From an optimization exercise on the open Yosys and OpenROAD flow, aimed at small area, a short achievable clock period and few clock cycles; shortcuts taken in it are not production practice. Only simulation tests tie the RTL to the original design; equivalence was not proved.

## RSA
module RSA ( key_in, mod_in, data_in, data_out, key_ready, mod_ready, data_ready, resetn, CLK, finish, key_end, mod_end, data_out_ready,state );
   input           CLK, resetn;
   input [31:0]    key_in, mod_in, data_in;
   input           key_ready, mod_ready, data_ready;
   output          finish;
   output [31:0]   data_out;
   output          key_end, mod_end, data_out_ready;
   output [2:0]    state;
   localparam [2:0] INIT     = 3'h1;
   localparam [2:0] IDLE     = 3'h2;
   localparam [2:0] KEY_GET  = 3'h3;
   localparam [2:0] MOD_GET  = 3'h4;
   localparam [2:0] DATA_GET = 3'h5;
   localparam [2:0] DATA_OUT = 3'h6;
   localparam [2:0] ENCRYPT  = 3'h7;
   localparam integer I_IDLE = 0;
   localparam integer I_INIT = 1;      
   localparam integer I_WS   = 2;      
   localparam integer I_PRE2 = 4;      
   localparam integer I_RUN  = 5;      
   localparam integer I_RES  = 6;      
   localparam integer I_NEXT = 7;      
   localparam integer I_DONE = 8;
   localparam [8:0] EG_IDLE = 9'b000000001;
   localparam [8:0] EG_INIT = 9'b000000010;
   localparam [8:0] EG_WS   = 9'b000000100;
   localparam [8:0] EG_PRE2 = 9'b000010000;
   localparam [8:0] EG_RUN  = 9'b000100000;
   localparam [8:0] EG_RES  = 9'b001000000;
   localparam [8:0] EG_NEXT = 9'b010000000;
   localparam [8:0] EG_DONE = 9'b100000000;
   localparam [3:0] PH_DBLA  = 4'd0;
   localparam [3:0] PH_SQ    = 4'd1;
   localparam [3:0] PH_CONV  = 4'd2;
   localparam [3:0] PH_COPY  = 4'd3;
   localparam [3:0] PH_DBLB  = 4'd4;
   localparam [3:0] PH_LOOP  = 4'd5;
   localparam [3:0] PH_FINAL = 4'd6;
   localparam [3:0] PH_FFIX  = 4'd7;
   localparam [3:0] PH_END   = 4'd8;
   localparam [1:0] SRC_A   = 2'd0;
   localparam [1:0] SRC_X   = 2'd1;
   localparam [1:0] SRC_ONE = 2'd2;
   reg [2:0]  st, st_n;
   reg [4:0]  cnt;
   reg        fin_r, kend_r, mend_r, dor_r, keyok, modok;
   reg [8:0]  eg, eg_n;
  ...
clock: 14.0 ns
lec_check: 0
cap_margin: 40
core_margin: 2
core_utilization: 65
cts_cluster_diameter: 100
cts_cluster_size: 20
slew_margin: 40
synth_hierarchical: 1
synth_memory_max_bits: 8192
standard.sh (not shown) runs the stock make flow with config.mk's settings and CLKGATE_MAP_FILE= SYNTH_SCRIPT=/design/flow/synth_recipe.tcl, a recipe that flattens the netlist after the stock synthesis.
==> flow/flow/run.sh <==
#!/bin/bash
# Layout flow: the standard ORFS flow (standard.sh), run with a setup
# repair margin aimed well below the 14 ns clock, so that repair_timing
# keeps sizing and buffering the critical paths after the 14 ns
# constraint is met, with cell resizing not limited to cells of the same
# footprint, and with more antenna repair iterations after detailed
# routing.  The constraints, the synthesis and every step are the
# standard ones.
set -euo pipefail
bash standard.sh SETUP_SLACK_MARGIN=9.6 TNS_END_PERCENT=100 MATCH_CELL_FOOTPRINT=0 \
  MAX_REPAIR_ANTENNAS_ITER_DRT=12 MAX_REPAIR_ANTENNAS_ITER_GRT=8 finish > standard_flow.log 2>&1
The starting point went through all stages and came out clean.
Testbench counts at the start, summed over its fixed seeds: cycles 1,683,949.
==> next run, changes <==
--- a/flow/flow/run.sh
+++ b/flow/flow/run.sh
@@ -10 +10 @@
-bash standard.sh SETUP_SLACK_MARGIN=9.6 TNS_END_PERCENT=100 MATCH_CELL_FOOTPRINT=0 \
+bash standard.sh SETUP_SLACK_MARGIN=9.3 TNS_END_PERCENT=100 MATCH_CELL_FOOTPRINT=0 \
Via count goes down by about 0.37%. Critical path depth went down by 3. Design area barely changes. Die area is unchanged. Hold slack gets better by 0.0073 ns.


Setup of the baseline:
RSA, a different RTL version from the one above (not shown whole).
Size in the first run: ~30000 cells after synthesis, about 6600 flip-flops, ~140 I/O pins, about 0.40 mm2 of cells after synthesis.
clock: 14.0 ns
lec_check: 0
cap_margin: 20
core_margin: 2
core_utilization: 40
slew_margin: 20
synth_hierarchical: 1
synth_memory_max_bits: 8192
==> flow/flow/run.sh <==
#!/bin/bash
# Layout flow: the standard ORFS flow (standard.sh), run with a setup
# repair margin aimed well below the 14 ns clock, so that repair_timing
# keeps sizing and buffering the critical paths after the 14 ns
# constraint is met, and with cell resizing not limited to cells of the
# same footprint.  The constraints, the synthesis and every step are the
# standard ones.
set -euo pipefail
bash standard.sh SETUP_SLACK_MARGIN=9.3 TNS_END_PERCENT=100 MATCH_CELL_FOOTPRINT=0 finish > standard_flow.log 2>&1
[the baseline] flow finished | final checks: failed | reasons: antenna violations
Testbench counts of the baseline, summed over its fixed seeds: cycles 1,683,949.
Inputs modified between the baseline and the candidate:
- swapping 20 for 40 in CAP_MARGIN
- swapping 40 for 55 in CORE_UTILIZATION
- swapping 20 for 40 in SLEW_MARGIN
## What came out
The candidate went all the way through the flow, and no timing, DRC or antenna check failed. In the tables for the candidate and the baseline, clock skew reads higher with the baseline. [compare] base=the baseline new=the candidate: area of the core fell about 27%.

[port drivers added, routing unchanged]
No port has a modelled driver above. Below, the same layouts with a new extraction and two added sets of constraints.
Step 1 assumes that a clkbuf_16 drives the clock port and a buf_2 every other input.
Step 2 adds t to the input delays and takes it off the output delays; t is the mean of the earliest and latest rising clock arrival at the registers after step 1. Input paths then give back, and output paths get back, about the clock's delay inside the block.
Three values: ideal ports, drivers, drivers and shift; two values: the first two.
| run | t, ns | setup WS [ns] | worst setup path at the end | pins driven straight from the clock port |
|---|---|---|---|---|
| the first run of note 1 | 1.218 | 9.415 / 9.415 / 8.558 | input to register | 1 |
| the second run of note 1 | 1.214 | 9.296 / 9.281 / 8.541 | input to register | 1 |
| the baseline | 1.262 | 9.091 / 9.091 / 8.811 | input to register | 1 |
| the candidate | 1.312 | 9.133 / 9.133 / 8.115 | input to register | 1 |
For the candidate, which loses most, drivers alone change the setup slack by 0.000 ns; drivers and shift together by -1.018 ns.
